This design comes from an exercise in tuning for a short achievable clock period and few clock cycles on the open sky130 flow, not from production work. Function was checked by simulation only, so behaviour that the tests miss may differ from the original. No driver is modelled on the clock port, so clocking that relies on it looks cheaper here than on a real chip. Power figures rest on the tool's default switching activity, not on a simulated workload.

==> flow/design.v <==
module Mux32(input s, input [31:0] a, input [31:0] b, output [31:0] y);
    assign y = s ? a : b;
endmodule
module AddrMux(input sel_m, sel_r, input [31:0] m, r, n, output [31:0] y);
    assign y = sel_m ? m : (sel_r ? r : n);
endmodule
module NfaSel(input hold, sq, b, j, jr, jalr, input c, s, input [13:0] h, hp, hm,
              input [15:0] lo, input [31:0] fa, pc4, jt, ra, jl, output [31:0] y);
    wire [31:0] bt = {c ? (s ? h : hp) : (s ? hm : h), lo, fa[1:0]};
    assign y = ({32{hold}} & fa) | ({32{sq}} & pc4) | ({32{j}} & jt) |
               ({32{jr}} & ra) | ({32{jalr}} & jl) | ({32{b}} & bt);
endmodule
module ALU(
    input clk,
    input d_fa, d_fb, d_inv,     
    input [31:0] ra, rb,         
    input [31:0] fwd,            
    input [31:0] pass,
    input shv,                   
    input [4:0] sh,
    input [3:0] lut,             
    input s_sum, s_slt, s_lu, s_sll, s_srl, s_pass,
    output [31:0] res,
    output [31:0] sum
);
    wire a31, b31;
    Add32F add (.clk(clk), .d_fa(d_fa), .d_fb(d_fb), .d_inv(d_inv), .ra(ra), .rb(rb), .fwd(fwd),
                .s(sum), .a31(a31), .b31(b31));
    wire lt = (a31 ^ b31) ? a31 : sum[31];
    wire [31:0] lu, sl, sr;
    Logic32F lg (.clk(clk), .d_fa(d_fa), .d_fb(d_fb), .ra(ra), .rb(rb), .fwd(fwd), .lut(lut), .y(lu));
    Shift32F shf (.clk(clk), .d_fa(d_fa), .d_fb(d_fb), .ra(ra[4:0]), .rb(rb), .fwd(fwd), .shv(shv),
                  .sh(sh), .sl(sl), .sr(sr));
    wire [31:0] oth = ({32{s_slt}} & {31'd0, lt})
                    | ({32{s_lu}}  & lu)
                    | ({32{s_sll}} & sl)
                    | ({32{s_srl}} & sr)
                    | ({32{s_pass}} & pass);
    AndOr32 rmx (.s(s_sum), .x(sum), .o(oth), .y(res));
endmodule
module AndOr32(input s, input [31:0] x, o, output [31:0] y);
    assign y = ({32{s}} & x) | o;
endmodule
module Add32F(input clk, d_fa, d_fb, d_inv, input [31:0] ra, rb, fwd,
              output [31:0] s, output a31, b31);
    reg fa, fb, inv;
    always @(posedge clk) begin
        fa <= d_fa;
        fb <= d_fb;
        inv <= d_inv;
    end
    wire [31:0] a = fa ? fwd : ra;
    wire [31:0] b = fb ? (fwd ^ {32{inv}}) : rb;
    assign s = a + b + {31'd0, inv};
    assign a31 = a[31];
    assign b31 = b[31] ^ inv;
endmodule
module BrCmp(input [31:0] ra, rb, fwd, pred, input fa, fb, output eq, eqp);
    wire eq_rr = (ra == rb);
    wire eq_fr = (fwd == rb);
    wire eq_rf = (ra == fwd);
    assign eq = fa ? (fb | eq_fr) : (fb ? eq_rf : eq_rr);
    wire ep_r = (ra == pred);
    wire ep_f = (fwd == pred);
    assign eqp = fa ? ep_f : ep_r;
endmodule
module Logic32F(input clk, d_fa, d_fb, input [31:0] ra, rb, fwd, input [3:0] lut, output [31:0] y);
    reg fa, fb;
    always @(posedge clk) begin
        fa <= d_fa;
        fb <= d_fb;
    end
    wire [31:0] a = fa ? fwd : ra;
    wire [31:0] b = fb ? fwd : rb;
    assign y = ({32{lut[3]}} & a & b) | ({32{lut[2]}} & a & ~b) |
               ({32{lut[1]}} & ~a & b) | ({32{lut[0]}} & ~a & ~b);
endmodule
module Shift32F(input clk, d_fa, d_fb, input [4:0] ra, input [31:0] rb, fwd, input shv,
                input [4:0] sh, output [31:0] sl, sr);
    reg fa, fb;
    always @(posedge clk) begin
        fa <= d_fa;
        fb <= d_fb;
    end
    wire [4:0] amt = shv ? (fa ? fwd[4:0] : ra) : sh;
    wire [31:0] b = fb ? fwd : rb;
    assign sl = b << amt;
    assign sr = b >> amt;
endmodule
module Regs(
    input clk, rst, we,
    input [31:0] ra, rb,
    input [4:0] wa,
    input [31:0] wd,
    output [31:0] qa, qb
);
    reg [32*32-1:32] r;      
    reg [31:1] w;            
    wire [32*32-1:0] pa, pb;     
    assign pa[31:0] = 32'd0;
    assign pb[31:0] = 32'd0;
    genvar i;
    generate
        for (i = 1; i < 32; i = i + 1) begin : g
            assign pa[i*32 +: 32] = {32{ra[i] & w[i]}} & r[i*32 +: 32];
            assign pb[i*32 +: 32] = {32{rb[i] & w[i]}} & r[i*32 +: 32];
            always @(posedge clk or posedge rst) begin
                if (rst) w[i] <= 1'b0;
                else if (we && wa == i) w[i] <= 1'b1;
            end
            always @(posedge clk) begin
                if (we && wa == i) r[i*32 +: 32] <= wd;
            end
        end
    endgenerate
    OrTree32 ta (.x(pa), .y(qa));
    OrTree32 tb (.x(pb), .y(qb));
endmodule
module OrTree32(input [32*32-1:0] x, output [31:0] y);
    integer j;
    reg [31:0] acc;
    always @* begin
        acc = 32'd0;
        for (j = 0; j < 32; j = j + 1) acc = acc | x[j*32 +: 32];
    end
    assign y = acc;
endmodule
module BrLo(input [15:0] a, input [15:0] b, output [16:0] s);
    assign s = {1'b0, a} + {1'b0, b} + 17'd1;
endmodule
module BrHi(input [13:0] h, output [13:0] hp, output [13:0] hm);
    assign hp = h + 14'd1;
    assign hm = h - 14'd1;
endmodule
module Inc4(input [31:0] a, output [31:0] y);
    assign y = a + 32'd4;
endmodule
module Predecode(input [31:0] ir, output [3:0] pd);
    wire [5:0] op = ir[31:26];
    wire [5:0] fn = ir[5:0];
    wire br = (op == 6'h04) | (op == 6'h05);
    wire same = (ir[25:21] == ir[20:16]);
    wire brt = same ? ~op[0] : (ir[15] | op[0]);
    assign pd = {br & brt, (op == 6'h02) | (op == 6'h03),
                 (op == 6'h00) & (fn == 6'h08), (op == 6'h00) & (fn == 6'h09)};
endmodule
module Add32(input [31:0] a, input [31:0] b, input cin, output [31:0] s);
    assign s = a + b + {31'd0, cin};
endmodule
module BrCarry(input [15:0] a, input [15:0] b, output c);
    wire [16:0] s = {1'b0, a} + {1'b0, b} + 17'd1;
    assign c = s[16];
endmodule
module MCPU(
    input clk,
    input reset,
    input [31:0] Data_in,
    output mem_w,
    output [31:0] Data_out,
    output [31:0] Addr_out
);
    reg [31:0] nfa;          
    reg [31:0] ras;          
    reg [31:0] jlast;        
    reg        fd_v;
    reg [31:0] fd_ir;
    reg [31:0] fd_rs_oh, fd_rt_oh;   
    reg [31:0] fd_pc4;
    reg        fd_redir;     
    reg [31:0] fd_tgt;
    reg        de_v;
    reg [31:0] de_a, de_b, de_imm, de_sd;
    reg        de_fa, de_fb, de_fs;
    reg        de_inv;       
    reg [3:0]  de_lut;       
    reg        de_s_sum, de_s_slt, de_s_lu, de_s_sll, de_s_srl, de_s_pass;
    reg        de_shv, de_rt0;
    reg [4:0]  de_sh;
    reg [4:0]  de_rd;
    reg        de_wr, de_load, de_store, de_br, de_bne, de_pt, de_jr, de_jalr;
    reg [31:0] de_pred, de_alt;
    reg        em_v;
    reg        em_mem;       
    reg        em_st;        
    reg [31:0] em_res, em_sd;
    reg [4:0]  em_rd;
    reg        em_wr, em_load, em_jalr;
    reg        em_redir;     
    reg [31:0] em_tgt;
    reg        mw_we;
    reg [4:0]  mw_rd;
    reg [31:0] mw_res;
    reg em_redir_p, em_mem_p;
    wire [31:0] fetch_addr;
    Mux32 fam (.s(em_redir), .a(em_tgt), .b(nfa), .y(fetch_addr));
    wire [31:0] f_pc4;
    Inc4 finc (.a(fetch_addr), .y(f_pc4));
    wire port_busy = em_mem;
    AddrMux amx (.sel_m(em_mem_p), .sel_r(em_redir_p), .m(em_res), .r(em_tgt), .n(nfa), .y(Addr_out));
    assign mem_w = em_st;
    assign Data_out = em_sd;
    localparam IC_B = 6;
    localparam IC_N = 1 << IC_B;
    reg [31:0]        ic_data [0:IC_N-1];
    reg [16:0]        ic_blo  [0:IC_N-1];
    reg [3:0]         ic_pd   [0:IC_N-1];
    reg [15-IC_B:0]   ic_tag  [0:IC_N-1];
    reg [IC_N-1:0]    ic_val;
    wire [IC_B-1:0]   ic_idx = nfa[IC_B+1:2];
    wire              ic_hit = ic_val[ic_idx] & (ic_tag[ic_idx] == nfa[17:IC_B+2]);
    wire              f_ok = ~port_busy | ic_hit;
    wire [31:0]       f_ir = port_busy ? ic_data[ic_idx] : Data_in;
    wire [3:0]  f_pd_m;
    Predecode fpdm (.ir(Data_in), .pd(f_pd_m));
    wire [3:0]  f_pd = port_busy ? ic_pd[ic_idx] : f_pd_m;
    wire        f_ptb = f_pd[3];
    wire        f_j = f_pd[2];
    wire        f_jr = f_pd[1];
    wire        f_jalr = f_pd[0];
    wire [16:0] f_blo_m;
    BrLo fblo (.a(fetch_addr[17:2]), .b(Data_in[15:0]), .s(f_blo_m));
    wire [16:0] f_blo = port_busy ? ic_blo[ic_idx] : f_blo_m;
    wire        f_bc_m;
    BrCarry fbc (.a(fetch_addr[17:2]), .b(Data_in[15:0]), .c(f_bc_m));
    wire        f_bc = port_busy ? ic_blo[ic_idx][16] : f_bc_m;
    wire [13:0] f_hi  = fetch_addr[31:18];
    wire [13:0] f_hip, f_him;
    BrHi fbhi (.h(f_hi), .hp(f_hip), .hm(f_him));
    wire [31:0] f_jtgt = {f_pc4[31:28], f_ir[25:0], 2'b00};
    wire        f_redir = f_j | f_ptb | f_jr | f_jalr;
    wire [31:0] f_tgt_nb = f_jr ? ras : (f_jalr ? jlast : f_jtgt);
    reg               fl_v;
    reg [15:0]        fl_a;            
    reg [IC_N-1:0]    fl_oh;           
    reg [31:0]        fl_data;
    reg [16:0]        fl_blo;
    wire              st_mem = em_st & (em_res[31:14] == 18'd0);
    wire [IC_B-1:0]   st_idx = em_res[IC_B+1:2];
    wire [3:0]        fl_pd;
    Predecode flpd (.ir(fl_data), .pd(fl_pd));
    wire              fl_ok = fl_v & ~(st_mem & (em_res[13:2] == fl_a[11:0]));
    genvar k;
    generate
        for (k = 0; k < IC_N; k = k + 1) begin : icv
            always @(posedge clk or posedge reset) begin
                if (reset) ic_val[k] <= 1'b0;
                else if (fl_v && fl_oh[k]) ic_val[k] <= fl_ok;
                else if (st_mem && st_idx == k && ic_tag[k][11-IC_B:0] == em_res[13:IC_B+2])
                    ic_val[k] <= 1'b0;
            end
            always @(posedge clk) begin
                if (fl_v && fl_oh[k]) begin
                    ic_data[k] <= fl_data;
                    ic_blo[k] <= fl_blo;
                    ic_pd[k] <= fl_pd;
                    ic_tag[k] <= fl_a[15:IC_B];
                end
            end
        end
    endgenerate
    wire [5:0] op = fd_ir[31:26];
    wire [5:0] fn = fd_ir[5:0];
    wire [4:0] rs = fd_ir[25:21];
    wire [4:0] rt = fd_ir[20:16];
    wire [4:0] rd = fd_ir[15:11];
    wire [15:0] imm = fd_ir[15:0];
    wire [31:0] sx = {{16{imm[15]}}, imm};
    wire [31:0] zx = {16'd0, imm};
    wire isR    = (op == 6'h00);
    wire r_add  = isR & ((fn == 6'h20) | (fn == 6'h21));
    wire r_sub  = isR & ((fn == 6'h22) | (fn == 6'h23));
    wire r_and  = isR & (fn == 6'h24);
    wire r_or   = isR & (fn == 6'h25);
    wire r_xor  = isR & (fn == 6'h26);
    wire r_nor  = isR & (fn == 6'h27);
    wire r_slt  = isR & (fn == 6'h2a);
    wire r_sll  = isR & (fn == 6'h00);
    wire r_srl  = isR & (fn == 6'h02);
    wire r_sllv = isR & (fn == 6'h04);
    wire r_srlv = isR & (fn == 6'h06);
    wire r_jr   = isR & (fn == 6'h08);
    wire r_jalr = isR & (fn == 6'h09);
    wire r_known = r_add | r_sub | r_and | r_or | r_xor | r_nor | r_slt |
                   r_sll | r_srl | r_sllv | r_srlv | r_jr | r_jalr;
    wire r_other = isR & ~r_known;      
    wire i_addi = (op == 6'h08);
    wire i_slti = (op == 6'h0a);
    wire i_andi = (op == 6'h0c);
    wire i_ori  = (op == 6'h0d);
    wire i_xori = (op == 6'h0e);
    wire i_lui  = (op == 6'h0f);
    wire i_lw   = (op == 6'h23);
    wire i_sw   = (op == 6'h2b);
    wire i_beq  = (op == 6'h04);
    wire i_bne  = (op == 6'h05);
    wire i_jal  = (op == 6'h03);
    wire link   = i_jal | r_jalr;
    wire wr_rd  = isR & ~r_jr & ~r_jalr;
    wire wr_rt  = i_addi | i_slti | i_andi | i_ori | i_xori | i_lui | i_lw;
    wire [4:0] dest = link ? 5'd31 : (wr_rd ? rd : rt);
    wire d_wr   = (link | wr_rd | wr_rt) & (dest != 5'd0);
    wire use_rs = (isR & ~r_sll & ~r_srl) | i_addi | i_slti | i_andi | i_ori | i_xori |
                  i_lw | i_sw | i_beq | i_bne;
    wire use_rt = isR | i_sw | i_beq | i_bne;
    wire use_imm = i_addi | i_slti | i_andi | i_ori | i_xori | i_lw | i_sw;
    wire imm_zx = i_andi | i_ori | i_xori;
    wire d_inv  = r_sub | r_slt | i_slti;
    wire d_br   = i_beq | i_bne;
    wire [31:0] d_btgt;                  
    Add32 dbt (.a(fd_pc4), .b({sx[29:0], 2'b00}), .cin(1'b0), .s(d_btgt));
    wire [31:0] rf_a, rf_b;
    wire m_we = em_v & em_wr;
    wire [31:0] m_wd = em_load ? Data_in : em_res;
    Regs regs (.clk(clk), .rst(reset), .we(mw_we), .ra(fd_rs_oh), .rb(fd_rt_oh), .wa(mw_rd),
               .wd(mw_res), .qa(rf_a), .qb(rf_b));
    wire [31:0] rs_w = (mw_we && mw_rd == rs) ? mw_res : rf_a;
    wire [31:0] rt_w = (mw_we && mw_rd == rt) ? mw_res : rf_b;
    wire [31:0] rs_val = (m_we && em_rd == rs) ? m_wd : rs_w;
    wire [31:0] rt_val = (m_we && em_rd == rt) ? m_wd : rt_w;
    wire [31:0] d_b = use_imm ? (imm_zx ? zx : sx) : rt_val;
    wire e_wr_rs = de_v & de_wr & (de_rd == rs);
    wire e_wr_rt = de_v & de_wr & (de_rd == rt);
    wire d_stall = fd_v & de_v & de_load & ((use_rs & e_wr_rs) | (use_rt & e_wr_rt));
    wire [31:0] fa = de_fa ? em_res : de_a;
    wire [31:0] fs = de_fs ? em_res : de_sd;
    wire [31:0] e_res, e_sum;
    wire e_eq;
    ALU alu (.clk(clk), .d_fa(e_wr_rs), .d_fb(e_wr_rt & ~use_imm), .d_inv(d_inv),
             .ra(de_a), .rb(de_b), .fwd(em_res), .pass(de_imm),
             .shv(de_shv), .sh(de_sh), .lut(de_lut),
             .s_sum(de_s_sum), .s_slt(de_s_slt), .s_lu(de_s_lu), .s_sll(de_s_sll),
             .s_srl(de_s_srl), .s_pass(de_s_pass),
             .res(e_res), .sum(e_sum));
    wire e_eqp;
    BrCmp bcmp (.ra(de_a), .rb(de_b), .fwd(em_res), .pred(de_pred), .fa(de_fa), .fb(de_fb),
                .eq(e_eq), .eqp(e_eqp));
    wire e_taken = de_bne ? ~e_eq : e_eq;
    wire e_misp = de_v & ((de_br & (e_taken != de_pt)) | (de_jr & ~(de_rt0 & e_eqp)));
    wire f_take = f_ok & ~d_stall;
    wire [31:0] nfa_next;
    NfaSel nsel (.hold(~f_take), .sq(f_take & ~f_redir), .b(f_take & f_ptb), .j(f_take & f_j),
                 .jr(f_take & f_jr), .jalr(f_take & f_jalr),
                 .c(f_bc), .s(f_ir[15]), .h(f_hi), .hp(f_hip), .hm(f_him), .lo(f_blo[15:0]),
                 .fa(fetch_addr), .pc4(f_pc4), .jt(f_jtgt), .ra(ras), .jl(jlast), .y(nfa_next));
    always @(posedge clk or posedge reset) begin
        if (reset) begin
            nfa <= 32'd0;
            ras <= 32'd0;
            jlast <= 32'd0;
            fd_v <= 1'b0;
            de_v <= 1'b0;
            em_v <= 1'b0;
            em_mem <= 1'b0;
            em_st <= 1'b0;
            em_redir <= 1'b0;
            mw_we <= 1'b0;
            fl_v <= 1'b0;
        end else begin
            if (~d_stall) fd_v <= f_ok & ~e_misp;
            nfa <= nfa_next;
            de_v <= fd_v & ~d_stall & ~e_misp;
            em_v <= de_v;
            em_mem <= de_v & (de_load | de_store);
            em_st <= de_v & de_store;
            em_redir <= e_misp;
            mw_we <= m_we;
            fl_v <= ~port_busy;
            if (fd_v & ~d_stall & link) ras <= fd_pc4;
            if (em_v & em_jalr) jlast <= em_tgt;
        end
    end
    always @(posedge clk) begin
        if (~d_stall) begin
            fd_ir <= f_ir;
            fd_rs_oh <= 32'd1 << f_ir[25:21];
            fd_rt_oh <= 32'd1 << f_ir[20:16];
            fd_pc4 <= f_pc4;
            fd_redir <= f_redir;
            fd_tgt <= f_tgt_nb;
        end
        fl_a <= fetch_addr[17:2];
        fl_oh <= {{IC_N-1{1'b0}}, 1'b1} << fetch_addr[IC_B+1:2];
        em_redir_p <= e_misp;
        em_mem_p <= de_v & (de_load | de_store);
        fl_data <= Data_in;
        fl_blo <= f_blo_m;
        de_a <= rs_val;
        de_b <= d_inv ? ~d_b : d_b;
        de_fa <= e_wr_rs;
        de_fb <= e_wr_rt & ~use_imm;
        de_sd <= rt_val;
        de_fs <= e_wr_rt;
        de_imm <= i_lui ? {imm, 16'd0} : fd_pc4;
        de_inv <= d_inv;
        de_lut <= (r_and | i_andi) ? 4'b1000 :
                  (r_or  | i_ori ) ? 4'b1110 :
                  (r_xor | i_xori) ? 4'b0110 : 4'b0001;
        de_s_sum <= r_add | r_sub | r_other | i_addi | i_lw | i_sw;
        de_s_slt <= r_slt | i_slti;
        de_s_lu <= r_and | i_andi | r_or | i_ori | r_xor | i_xori | r_nor;
        de_s_sll <= r_sll | r_sllv;
        de_s_srl <= r_srl | r_srlv;
        de_s_pass <= i_lui | link;
        de_shv <= r_sllv | r_srlv;
        de_sh <= fd_ir[10:6];
        de_rd <= dest;
        de_wr <= d_wr;
        de_load <= i_lw;
        de_store <= i_sw;
        de_br <= i_beq | i_bne;
        de_bne <= i_bne;
        de_pt <= fd_redir;
        de_jr <= r_jr | r_jalr;
        de_jalr <= r_jalr;
        de_rt0 <= (rt == 5'd0);
        de_pred <= fd_redir ? (d_br ? d_btgt : fd_tgt) : fd_pc4;
        de_alt <= fd_redir ? fd_pc4 : d_btgt;
        em_res <= e_res;
        em_sd <= fs;
        em_rd <= de_rd;
        em_wr <= de_wr;
        em_load <= de_load;
        em_jalr <= de_jalr;
        em_tgt <= de_br ? de_alt : (de_rt0 ? fa : e_sum);
        mw_rd <= em_rd;
        mw_res <= m_wd;
    end
endmodule
==> flow/flow/run.sh <==
#!/bin/bash
# The standard layout, except that: the port buffers are buf_8 cells
# (not delay cells); timing repair aims for a 6 ns setup margin on the worst
# 5% of endpoints, and runs once more after CTS (flow/post_cts.tcl) and
# after global routing (flow/post_grt.tcl). make's output goes to flow.log;
# ORFS keeps each step's log under orfs/logs.
set -uo pipefail
bash standard.sh SETUP_SLACK_MARGIN=6 TNS_END_PERCENT=5 \
  "BUFFER_PORTS_ARGS=-buffer_cell sky130_fd_sc_hd__buf_8" \
  POST_CTS_TCL=$PWD/flow/post_cts.tcl POST_GLOBAL_ROUTE_TCL=$PWD/flow/post_grt.tcl \
  finish > flow.log 2>&1
==> flow/flow/post_cts.tcl <==
# Extra setup repair after CTS: two more passes, without cell footprint
# matching, then legalize the placement again.
estimate_parasitics -placement
repair_timing -setup -setup_margin 6 -repair_tns 5
repair_timing -setup -setup_margin 6 -repair_tns 5
detailed_placement
check_placement -verbose
estimate_parasitics -placement
puts "post_cts worst slack [worst_slack -max]"
==> flow/flow/post_grt.tcl <==
# Extra setup repair after global routing, without cell footprint matching,
# with the incremental global routing and legalization ORFS uses around its
# own repair.
estimate_parasitics -global_routing
global_route -start_incremental
repair_timing -setup -setup_margin 6 -repair_tns 5
detailed_placement
global_route -end_incremental
check_placement -verbose
estimate_parasitics -global_routing
puts "post_grt worst slack [worst_slack -max]"
==> flow/standard.sh <==
#!/bin/bash
# synth_recipe.tcl (not shown) runs the flow's synth.tcl, then flattens the netlist and writes it again
# the make line also repeats each setting of config.mk as NAME=value (left out here)
make -C /OpenROAD-flow-scripts/flow DESIGN_CONFIG=/design/flow/config.mk WORK_HOME=/design/flow/orfs CLKGATE_MAP_FILE= SYNTH_SCRIPT=/design/flow/synth_recipe.tcl "${@:-finish}"
==> flow/config.mk <==
export PLATFORM = sky130hd
export DESIGN_NAME = MCPU
export DESIGN_NICKNAME = MCPU
export VERILOG_FILES = /design/flow/design.v
export SDC_FILE = /design/flow/constraint.sdc
export NUM_CORES = 8
export LEC_CHECK = 0
export CAP_MARGIN = 20
export CORE_MARGIN = 2
export CORE_UTILIZATION = 30
export SLEW_MARGIN = 20
export SYNTH_HIERARCHICAL = 1
==> flow/constraint.sdc <==
create_clock -name core_clock -period 10.0 [get_ports {clk}]
set_input_delay 2.0000 -clock core_clock [delete_from_list [all_inputs] [get_ports {clk}]]
set_output_delay 2.0000 -clock core_clock [all_outputs]
set_load 0.01 [all_outputs]
==> flow_summary.yaml, run 1 <==
sta:
  worst_slew_margin_rel_pct: 11.28
  max_slew.worst_pin.slew_ns: 1.321
  fin_setup_tns_ns: 0
  final-setup-viol-count: 0
  timing.clock.skew_ns: 0.1685
  fin_crit_sh_pct: 50.77
  fin_crit_ns: 5.077
  slew_violations: 0
  max_clock_freq_ghz: 0.1970
  report.final.hold_viol_count: 0
  hold-worst-slack_ns: 0.3352
drt:
  drt-vias-per-instance: 6.469
  drt_drc_violations_left: 0
  dr_wl_cell_um: 41.39
  via_count: 196500
  route.antenna.remaining_nets: 0
  drt_iter0_drc: 42720
  totalWireLength_um: 1257000
  detailedRoute.firstPassIterationCount: 13
floorplanning:
  boundaryPins: 99
  placeableCoreArea_mm2: 0.8324
  core.rowCount: 335
  initial_utilization_pct: 30.10
  die_w_um: 917.9
  die_area_mm2: 0.8425
  die-height_um: 917.9
global_route:
  globalRoute.busiestLayer: "met2"
  met1_track_demand_over_resource_pct: 35.58
  grt_pass1_wl_um: 1627000
  number_of_antenna_violations_at_the_first_check_in_global_routing: 152
  gr_usage_total_pct: 28.05
  grt_start_max_net_pins: 86
  grt_overflow_total: 0
  grt_use_met2_pct: 39.96
  gr-usage-met3_pct: 11.11
  grt_pass1_vias: 175100
worst_setup_path:
  cpPeakStageDelay_ns: 0.82
  setup.worst_path.end: "nfa[13]"
  cp-end-kind: "flip-flop"
  endpoint_of_the_lowest_slack_register_to_register_path: "nfa[13]"
  worstSetupPathType: "reg2reg"
  cpLargestDelayFamily: "simple AND/OR/NAND/NOR gates"
  timing.critical_path.from: "nfa[4]"
  cp_data_arrival_time_ns: 6.02
  start_kind: "flip-flop"
  reg2reg_depth: 16
  critical_path_peak_fanout: 26
  setup.reg_to_reg.worst_slack_ns: 4.92
  worst_path_most_repeated_cell: "sky130_fd_sc_hd__buf_4"
  regToRegStartpoint: "nfa[4]"
  critPathBufInv: 6
  critPathSlowestCell: "sky130_fd_sc_hd__nor4_1"
  worst_ep_required_time_ns: 10.94
  timing.critical_path.cells: "buf_12 > buf_12 > or4bb_4 > buf_4 > nor2_4 > buf_4 > buf_4 > bufbuf_16 > a22oi_1 > nand4_1 > nor4_1 > nand3_1 > o211ai_1 > o21ai_0 > a22oi_1 > nand3_1"
  worstSetupPathDepth: 16
pwr:
  clock_power_share_pct: 29.8
  share_of_total_power_in_combinational_logic_pct: 27.8
  switching_share_pct: 36.41
  p_total_mw: 76.41
  switchingPower_mw: 27.82
  p_seq_share_pct: 42.4
  cellInternalPower_mw: 48.59
  power_leakage_nw: 105.9
  pwr_density_cell_mw_per_mm2: 258.2
  ir_drop_uv: 199.6
clock_tree:
  clk_pin_slew_ns: 0.06
  clock_sink_count: 5885
  clkLatencyLatePin_ns: 1.23
  clock_tree_from_tritoncts: "yes"
placed_design:
  dp_hpwl_um: 716100
  dpl_cell_area_mm2: 0.2672
  placement.io_buffers: 98
  gp_congestion: 1.009
logic_synthesis:
  synth_area_mm2: 0.2506
  post_synth.cell_area_avg_um2: 13.87
  yosysWarnings: 16
  postSynthCellCount: 18070
finish:
  final_design_area_no_fill_mm2: 0.2960
  filler_cell_count: 79130
  drive_gt1_share_pct: 16.68
  syn_to_final_growth_pct: 18.12
  nNetsFinal: 18680
hold_path:
  worstHoldPathType: "reg2reg"
run:
  drv.max_cap_violation_count: 0
run_status:
  status: "no timing/DRC/antenna violations"
## power by group through the flow
| stage | clock network (mW) | logic (mW) | registers [mW] |
|---|---|---|---|
| after floorplan | 0 | 8.30 | 31.9 |
| after detailed placement | 0 | 17.3 | 32.8 |
| final | 22.8 | 21.2 | 32.4 |
| after global placement | 0 | 17.3 | 32.7 |
## per-stage QoR
step | utilization (%) | std cells | worst slack (ns)
after detailed placement | 32.10 | 28640 | 2.467
after global placement | 32.10 | 28640 | 2.435
final | 35.55 | 30380 | 4.923
after floorplan | - | 18140 | 5.729
## state kept, by name, indices dropped and copies added, names as in the netlist, 64 cells and up
register,count
fl_oh,64
ic_blo,1088
ic_data,2048
ic_pd,256
ic_tag,640
ic_val,64
regs.r,992
## worst reg2reg max path, cell delays in order, from the launching register on
cell and delay (ns):
sky130_fd_sc_hd__dfrtp_2 0.44, sky130_fd_sc_hd__buf_12 0.16, sky130_fd_sc_hd__buf_12 0.15, sky130_fd_sc_hd__or4bb_4 0.30, sky130_fd_sc_hd__buf_4 0.18, sky130_fd_sc_hd__nor2_4 0.06, sky130_fd_sc_hd__buf_4 0.22, sky130_fd_sc_hd__buf_4 0.24
sky130_fd_sc_hd__bufbuf_16 0.39, sky130_fd_sc_hd__a22oi_1 0.26, sky130_fd_sc_hd__nand4_1 0.18, sky130_fd_sc_hd__nor4_1 0.82, sky130_fd_sc_hd__nand3_1 0.47, sky130_fd_sc_hd__o211ai_1 0.31, sky130_fd_sc_hd__o21ai_0 0.32, sky130_fd_sc_hd__a22oi_1 0.25
sky130_fd_sc_hd__nand3_1 0.09
## cells in the final DEF (no fill, tap or decap), drive strengths merged, types with 36 or more instances in the layout
cell type     n
a22oi      1546
bufinv       39
buf        1118
nand2       667
nor3        136
a31oi        40
nor2b        91
a22o         36
conb         70
o21bai       36
mux4         56
and3       2290
nand4       688
diode       215
a211oi      115
mux2i       371
inv         178
a221oi       44
dfxtp       503
o21ai       317
xnor2       335
a21oi       286
nand3       676
clkbuf      819
or2          93
xor2        389
edfxtp     5183
nor2        499
o211ai      124
clkinv      233
a2111oi     138
nor4        748
a21o         78
o22ai        51
mux2        298
dfrtp       199
ha           94
## routing by layer
layer / vias up / part of all wire (%)
met5: - / 0.026
met4: 48 / 8.3
met3: 4694 / 17
met2: 21040 / 41
met1: 97940 / 34
li1: 72780 / -
## area by class of cell
type | instances | area [um2] | area share (%)
flip-flops and latches | 5885 | 170900 | 57.76
multi-input cells | 10730 | 76680 | 25.91
clock buffers | 784 | 16250 | 5.491
well taps | 11120 | 13910 | 4.702
repair buffers | 1175 | 13570 | 4.584
clock inverters | 314 | 3163 | 1.069
inverters | 149 | 898.4 | 0.3036
diodes | 215 | 538.0 | 0.1818
## how the worst min path moves through the flow
| stage | from | to | slack [ns] | depth (start not counted) |
|---|---|---|---|---|
| final | de_jalr | em_jalr | 0.34 | 0 |
| after floorplan | de_jalr | em_jalr | 0.31 | 0 |
| after detailed placement | de_jalr | em_jalr | 0.34 | 0 |
| after global placement | de_wr | em_wr | 0.34 | 0 |
Testbench counts, summed over its fixed seeds: cycles 164,984.
==> inputs of run 2 (changes only) <==
--- a/flow/design.v
+++ b/flow/design.v
@@ -4,6 +4,9 @@
 module AddrMux(input sel_m, sel_r, input [31:0] m, r, n, output [31:0] y);
     assign y = sel_m ? m : (sel_r ? r : n);
 endmodule
+module AddrMux4(input sel_m, sel_r, sel_f, input [31:0] m, r, f, n, output [31:0] y);
+    assign y = sel_m ? m : (sel_r ? r : (sel_f ? f : n));
+endmodule
 module NfaSel(input hold, sq, b, j, jr, jalr, input c, s, input [13:0] h, hp, hm,
               input [15:0] lo, input [31:0] fa, pc4, jt, ra, jl, output [31:0] y);
     wire [31:0] bt = {c ? (s ? h : hp) : (s ? hm : h), lo, fa[1:0]};
@@ -151,6 +154,15 @@
     wire [16:0] s = {1'b0, a} + {1'b0, b} + 17'd1;
     assign c = s[16];
 endmodule
+module UseDecode(input [31:0] ir, output urs, urt);
+    wire [5:0] op = ir[31:26];
+    wire [5:0] fn = ir[5:0];
+    wire isR = (op == 6'h00);
+    assign urs = (isR & (fn != 6'h00) & (fn != 6'h02)) | (op == 6'h08) | (op == 6'h0a) |
+                 (op == 6'h0c) | (op == 6'h0d) | (op == 6'h0e) | (op == 6'h23) |
+                 (op == 6'h2b) | (op == 6'h04) | (op == 6'h05);
+    assign urt = isR | (op == 6'h2b) | (op == 6'h04) | (op == 6'h05);
+endmodule
 module MCPU(
     input clk,
     input reset,
@@ -187,16 +199,21 @@
     reg        em_wr, em_load, em_jalr;
     reg        em_redir;     
     reg [31:0] em_tgt;
+    reg        em_slow;      
+    reg [31:0] em_sum;
+    reg        rfe_v;
+    reg [31:0] rfe_a;
     reg        mw_we;
     reg [4:0]  mw_rd;
     reg [31:0] mw_res;
-    reg em_redir_p, em_mem_p;
+    reg em_redir_p, em_mem_p, rfe_v_p;
     wire [31:0] fetch_addr;
-    Mux32 fam (.s(em_redir), .a(em_tgt), .b(nfa), .y(fetch_addr));
+    AddrMux fam (.sel_m(em_redir), .sel_r(rfe_v), .m(em_tgt), .r(rfe_a), .n(nfa), .y(fetch_addr));
     wire [31:0] f_pc4;
     Inc4 finc (.a(fetch_addr), .y(f_pc4));
     wire port_busy = em_mem;
-    AddrMux amx (.sel_m(em_mem_p), .sel_r(em_redir_p), .m(em_res), .r(em_tgt), .n(nfa), .y(Addr_out));
+    AddrMux4 amx (.sel_m(em_mem_p), .sel_r(em_redir_p), .sel_f(rfe_v_p), .m(em_res), .r(em_tgt),
+                  .f(rfe_a), .n(nfa), .y(Addr_out));
     assign mem_w = em_st;
     assign Data_out = em_sd;
     localparam IC_B = 6;
@@ -208,7 +225,7 @@
     reg [IC_N-1:0]    ic_val;
     wire [IC_B-1:0]   ic_idx = nfa[IC_B+1:2];
     wire              ic_hit = ic_val[ic_idx] & (ic_tag[ic_idx] == nfa[17:IC_B+2]);
-    wire              f_ok = ~port_busy | ic_hit;
+    wire              f_ok = (~port_busy | (ic_hit & ~rfe_v)) & ~em_slow;
     wire [31:0]       f_ir = port_busy ? ic_data[ic_idx] : Data_in;
     wire [3:0]  f_pd_m;
     Predecode fpdm (.ir(Data_in), .pd(f_pd_m));
@@ -320,7 +337,11 @@
     wire [31:0] d_b = use_imm ? (imm_zx ? zx : sx) : rt_val;
     wire e_wr_rs = de_v & de_wr & (de_rd == rs);
     wire e_wr_rt = de_v & de_wr & (de_rd == rt);
-    wire d_stall = fd_v & de_v & de_load & ((use_rs & e_wr_rs) | (use_rt & e_wr_rt));
+    reg d_stall;
+    wire f_urs, f_urt;
+    UseDecode fud (.ir(f_ir), .urs(f_urs), .urt(f_urt));
+    wire ds_next = ~d_stall & fd_v & ~e_misp & i_lw & (rt != 5'd0) & f_ok &
+                   ((f_urs & (f_ir[25:21] == rt)) | (f_urt & (f_ir[20:16] == rt)));
     wire [31:0] fa = de_fa ? em_res : de_a;
     wire [31:0] fs = de_fs ? em_res : de_sd;
     wire [31:0] e_res, e_sum;
@@ -336,10 +357,10 @@
                 .eq(e_eq), .eqp(e_eqp));
     wire e_taken = de_bne ? ~e_eq : e_eq;
     wire e_misp = de_v & ((de_br & (e_taken != de_pt)) | (de_jr & ~(de_rt0 & e_eqp)));
-    wire f_take = f_ok & ~d_stall;
     wire [31:0] nfa_next;
-    NfaSel nsel (.hold(~f_take), .sq(f_take & ~f_redir), .b(f_take & f_ptb), .j(f_take & f_j),
-                 .jr(f_take & f_jr), .jalr(f_take & f_jalr),
+    wire f_go = ~d_stall;
+    NfaSel nsel (.hold(d_stall), .sq(f_go & ~f_redir), .b(f_go & f_ptb), .j(f_go & f_j),
+                 .jr(f_go & f_jr), .jalr(f_go & f_jalr),
                  .c(f_bc), .s(f_ir[15]), .h(f_hi), .hp(f_hip), .hm(f_him), .lo(f_blo[15:0]),
                  .fa(fetch_addr), .pc4(f_pc4), .jt(f_jtgt), .ra(ras), .jl(jlast), .y(nfa_next));
     always @(posedge clk or posedge reset) begin
@@ -353,6 +374,9 @@
             em_mem <= 1'b0;
             em_st <= 1'b0;
             em_redir <= 1'b0;
+            em_slow <= 1'b0;
+            rfe_v <= 1'b0;
+            d_stall <= 1'b0;
             mw_we <= 1'b0;
             fl_v <= 1'b0;
         end else begin
@@ -363,10 +387,13 @@
             em_mem <= de_v & (de_load | de_store);
             em_st <= de_v & de_store;
             em_redir <= e_misp;
+            em_slow <= e_misp & de_jr & ~de_rt0;
+            rfe_v <= ~d_stall & ~f_ok;
+            d_stall <= ds_next;
             mw_we <= m_we;
             fl_v <= ~port_busy;
             if (fd_v & ~d_stall & link) ras <= fd_pc4;
-            if (em_v & em_jalr) jlast <= em_tgt;
+            if (em_v & em_jalr) jlast <= em_slow ? em_sum : em_tgt;
         end
     end
     always @(posedge clk) begin
@@ -421,7 +448,10 @@
         em_wr <= de_wr;
         em_load <= de_load;
         em_jalr <= de_jalr;
-        em_tgt <= de_br ? de_alt : (de_rt0 ? fa : e_sum);
+        em_tgt <= de_br ? de_alt : fa;
+        em_sum <= e_sum;
+        rfe_a <= em_slow ? em_sum : fetch_addr;
+        rfe_v_p <= ~d_stall & ~f_ok;
         mw_rd <= em_rd;
         mw_res <= m_wd;
     end
==> run 2 against run 1 <==
  * Highest routed layer unchanged
  * Combinational power increased by 2%
  * Power increased by 0.60%
  * Count of clock-buffer cells in the layout increased by 36
  * Clock power about the same
  * Maximum frequency decreased by 0.96%
  * Critical path depth increased by 4
  * Largest cell class unchanged
  * Utilization increased by 0.050 points
  * Clock skew decreased by 0.0069 ns
  * First-iteration DRC count increased by 5.4%
  * Register-to-register slack got worse by 0.05 ns
  * Synthesized cell count decreased by 0.34%
==> flow_summary.yaml, run 2 <==
placed_design:
  place_worst_setup_slack_ns: 3.179
  placement.io_buffers: 98
  dpl_cell_area_mm2: 0.2691
  dp_hpwl_um: 728700
  gp_congestion: 0.9935
drt:
  totalWireLength_um: 1284000
  drt_drc_violations_left: 0
  drt-vias-per-instance: 6.564
  via_count: 199500
  route.antenna.remaining_nets: 0
  dr_wl_cell_um: 42.25
  drt_iter0_drc: 45010
  detailedRoute.firstPassIterationCount: 11
global_route:
  number_of_antenna_violations_at_the_first_check_in_global_routing: 164
  grt_overflow_total: 0
  gr_usage_total_pct: 28.48
  grt_start_max_net_pins: 98
  grt_pass1_wl_um: 1653000
  grt_pass1_vias: 177400
finish:
  most_common_cell_after_layout_fill_and_taps_aside: "sky130_fd_sc_hd__edfxtp_1"
  layout_common_cells: "sky130_fd_sc_hd__edfxtp_1 (5183), sky130_fd_sc_hd__and3_1 (2154), sky130_fd_sc_hd__a22oi_1 (1724), sky130_fd_sc_hd__buf_4 (804), sky130_fd_sc_hd__nand2_1 (691)"
  syn_to_final_growth_pct: 18.34
  final_core_util_pct: 35.60
  filler_cell_count: 79210
  largestRegisters: "ic_data x2048, ic_blo x1088, regs.r x992"
  number_of_flip_flops_in_the_largest_register: 2048
  nNetsFinal: 18710
  regMostFlops: "ic_data"
  final_design_area_no_fill_mm2: 0.2979
  drive_gt1_share_pct: 16.95
worst_setup_path:
  critPathSlowestCell: "sky130_fd_sc_hd__dfrtp_4"
  worst_ep_required_time_ns: 10.98
  timing.critical_path.cells: "buf_12 > nand4b_1 > buf_4 > nor2_4 > buf_8 > buf_6 > a22oi_1 > nand4_1 > nor3_1 > nand4_1 > o211ai_1 > o21ai_2 > nand2b_1 > a21o_1 > a31oi_4 > o2111a_1 > nand3_1 > a221oi_2 > nand4_1 > a21oi_2"
  start_kind: "flip-flop"
  cpLargestDelayFamily: "compound AO/OA/AOI/OAI gates"
  setup.reg_to_reg.worst_slack_ns: 4.87
  worst_path_most_repeated_cell: "sky130_fd_sc_hd__nand4_1"
  regToRegStartpoint: "nfa[7]"
  cp-end-kind: "flip-flop"
  critPathBufInv: 4
  cpPeakStageDelay_ns: 0.53
  worstSetupPathType: "reg2reg"
  endpoint_of_the_lowest_slack_register_to_register_path: "d_stall"
  critical_path_peak_fanout: 16
  cp_data_arrival_time_ns: 6.11
  reg2reg_depth: 20
sta:
  final-setup-viol-count: 0
  report.final.hold_viol_count: 0
  max_clock_freq_ghz: 0.1951
  max_slew.worst_pin.slew_ns: 1.392
  finalWorstSetupSlack_ns: 4.874
  slew_violations: 0
  fin_crit_ns: 5.126
  fin_setup_tns_ns: 0
  fin_crit_sh_pct: 51.26
  timing.clock.skew_ns: 0.1616
  worst_slew_margin_rel_pct: 6.779
clock_tree:
  clock_sink_count: 5953
  clkLatencyLatePin_ns: 1.20
  clk_pin_slew_ns: 0.07
  clock_tree_from_tritoncts: "yes"
hold_path:
  min_delay_worst_endpoint: "em_jalr"
  worstHoldPathType: "reg2reg"
  holdCritStartpoint: "de_jalr"
  hold_path_depth: 0
floorplanning:
  placeableCoreArea_mm2: 0.8366
  core.rowCount: 336
  die_area_mm2: 0.8463
  boundaryPins: 99
  die_w_um: 920.0
  die-height_um: 920.0
  initial_utilization_pct: 30.08
pwr:
  ir_drop_uv: 233.6
  power_leakage_nw: 106.2
  pwr_density_cell_mw_per_mm2: 258.1
logic_synthesis:
  postSynthCellCount: 18010
  post_synth.cell_area_avg_um2: 13.98
  yosysWarnings: 16
  synth_area_mm2: 0.2517
run:
  drv.max_cap_violation_count: 0
run_status:
  status: "no timing/DRC/antenna violations"
==> run 2: stage by stage <==
stage	total power, mW	hold slack [ns]	instances
2_1_floorplan	40.35	0.3096	18080
3_3_place_gp	50.33	0.3167	28700
3_5_place_dp	50.40	0.3154	28700
6_report	76.87	0.3309	30390
==> run 2: worst max-delay path by stage <==
stage,from,end,slack (ns),cells past startpoint
2_1_floorplan,d_stall,ras[0],4.70,6
3_3_place_gp,nfa[6],nfa[30],3.17,17
3_5_place_dp,nfa[6],nfa[30],3.18,17
6_report,nfa[7],d_stall,4.87,20
==> run 2: worst reg2reg max path, stage by stage, from the launching register on <==
cell	delay [ns]
sky130_fd_sc_hd__dfrtp_4	0.53
sky130_fd_sc_hd__buf_12	0.17
sky130_fd_sc_hd__nand4b_1	0.26
sky130_fd_sc_hd__buf_4	0.20
sky130_fd_sc_hd__nor2_4	0.41
sky130_fd_sc_hd__buf_8	0.34
sky130_fd_sc_hd__buf_6	0.33
sky130_fd_sc_hd__a22oi_1	0.14
sky130_fd_sc_hd__nand4_1	0.17
sky130_fd_sc_hd__nor3_1	0.08
sky130_fd_sc_hd__nand4_1	0.17
sky130_fd_sc_hd__o211ai_1	0.47
sky130_fd_sc_hd__o21ai_2	0.28
sky130_fd_sc_hd__nand2b_1	0.08
sky130_fd_sc_hd__a21o_1	0.21
sky130_fd_sc_hd__a31oi_4	0.31
sky130_fd_sc_hd__o2111a_1	0.23
sky130_fd_sc_hd__nand3_1	0.09
sky130_fd_sc_hd__a221oi_2	0.23
sky130_fd_sc_hd__nand4_1	0.14
sky130_fd_sc_hd__a21oi_2	0.18
==> run 2: where the power goes <==
| group | leakage, nW | internal [mW] | total [mW] | switching (mW) |
|---|---|---|---|---|
| clock network | 9.47 | 12.6 | 23.1 | 10.5 |
| registers | 54.9 | 30.4 | 32.2 | 1.81 |
| logic | 41.8 | 5.84 | 21.6 | 15.7 |
| total | 106 | 48.9 | 76.9 | 28.0 |
==> run 2: layer usage <==
| layer | share of wire [%] | vias up | global-route usage (%) |
|---|---|---|---|
| li1 | - | 72620 | - |
| met1 | 34 | 98940 | 35.54 |
| met2 | 40 | 22380 | 40.41 |
| met3 | 17 | 5433 | 11.77 |
| met4 | 8.7 | 88 | 18.68 |
| met5 | 0.075 | - | 0.3086 |
==> run 2: cell type report <==
type	instances	area [um2]	area share, %
Tap cell	11150	13960	4.686
Inverter	182	1042	0.3499
Sequential cell	5953	172300	57.84
Clock inverter	289	3085	1.036
Timing Repair Buffer	1226	13820	4.638
Multi-Input combinational cell	10610	76840	25.80
Antenna cell	159	397.9	0.1336
Clock buffer	820	16430	5.515
Testbench counts of run 2, summed over its fixed seeds: cycles 164,984.

separate check: timing with driven ports:
Ports are ideal in the flow. The routed layouts listed here were re-timed in OpenROAD.
Step 1: set_driving_cell puts a clkbuf_16 on clk and a buf_2 on each other input, an assumption about the parent block.
Step 2 adds t to the input delays and takes it off the output delays; t is the mean of the earliest and latest rising clock arrival at the registers after step 1. Input paths then give back, and output paths get back, about the clock's delay inside the block.
Three values: no drivers, after step 1, after step 2; two values: the first two.
| run | shift t [ns] | slack for setup (ns) | worst hold slack (ns) |
|---|---|---|---|
| run 1 | 1.280 | 4.923 / 4.923 / 4.333 | 0.335 / 0.335 / 0.335 |
| run 2 | 1.268 | 4.874 / 4.874 / 4.532 | 0.331 / 0.331 / 0.331 |
After both steps every run listed still meets setup and hold. For run 1, which loses most, drivers alone change the setup slack by 0.000 ns; drivers and shift together by -0.590 ns.
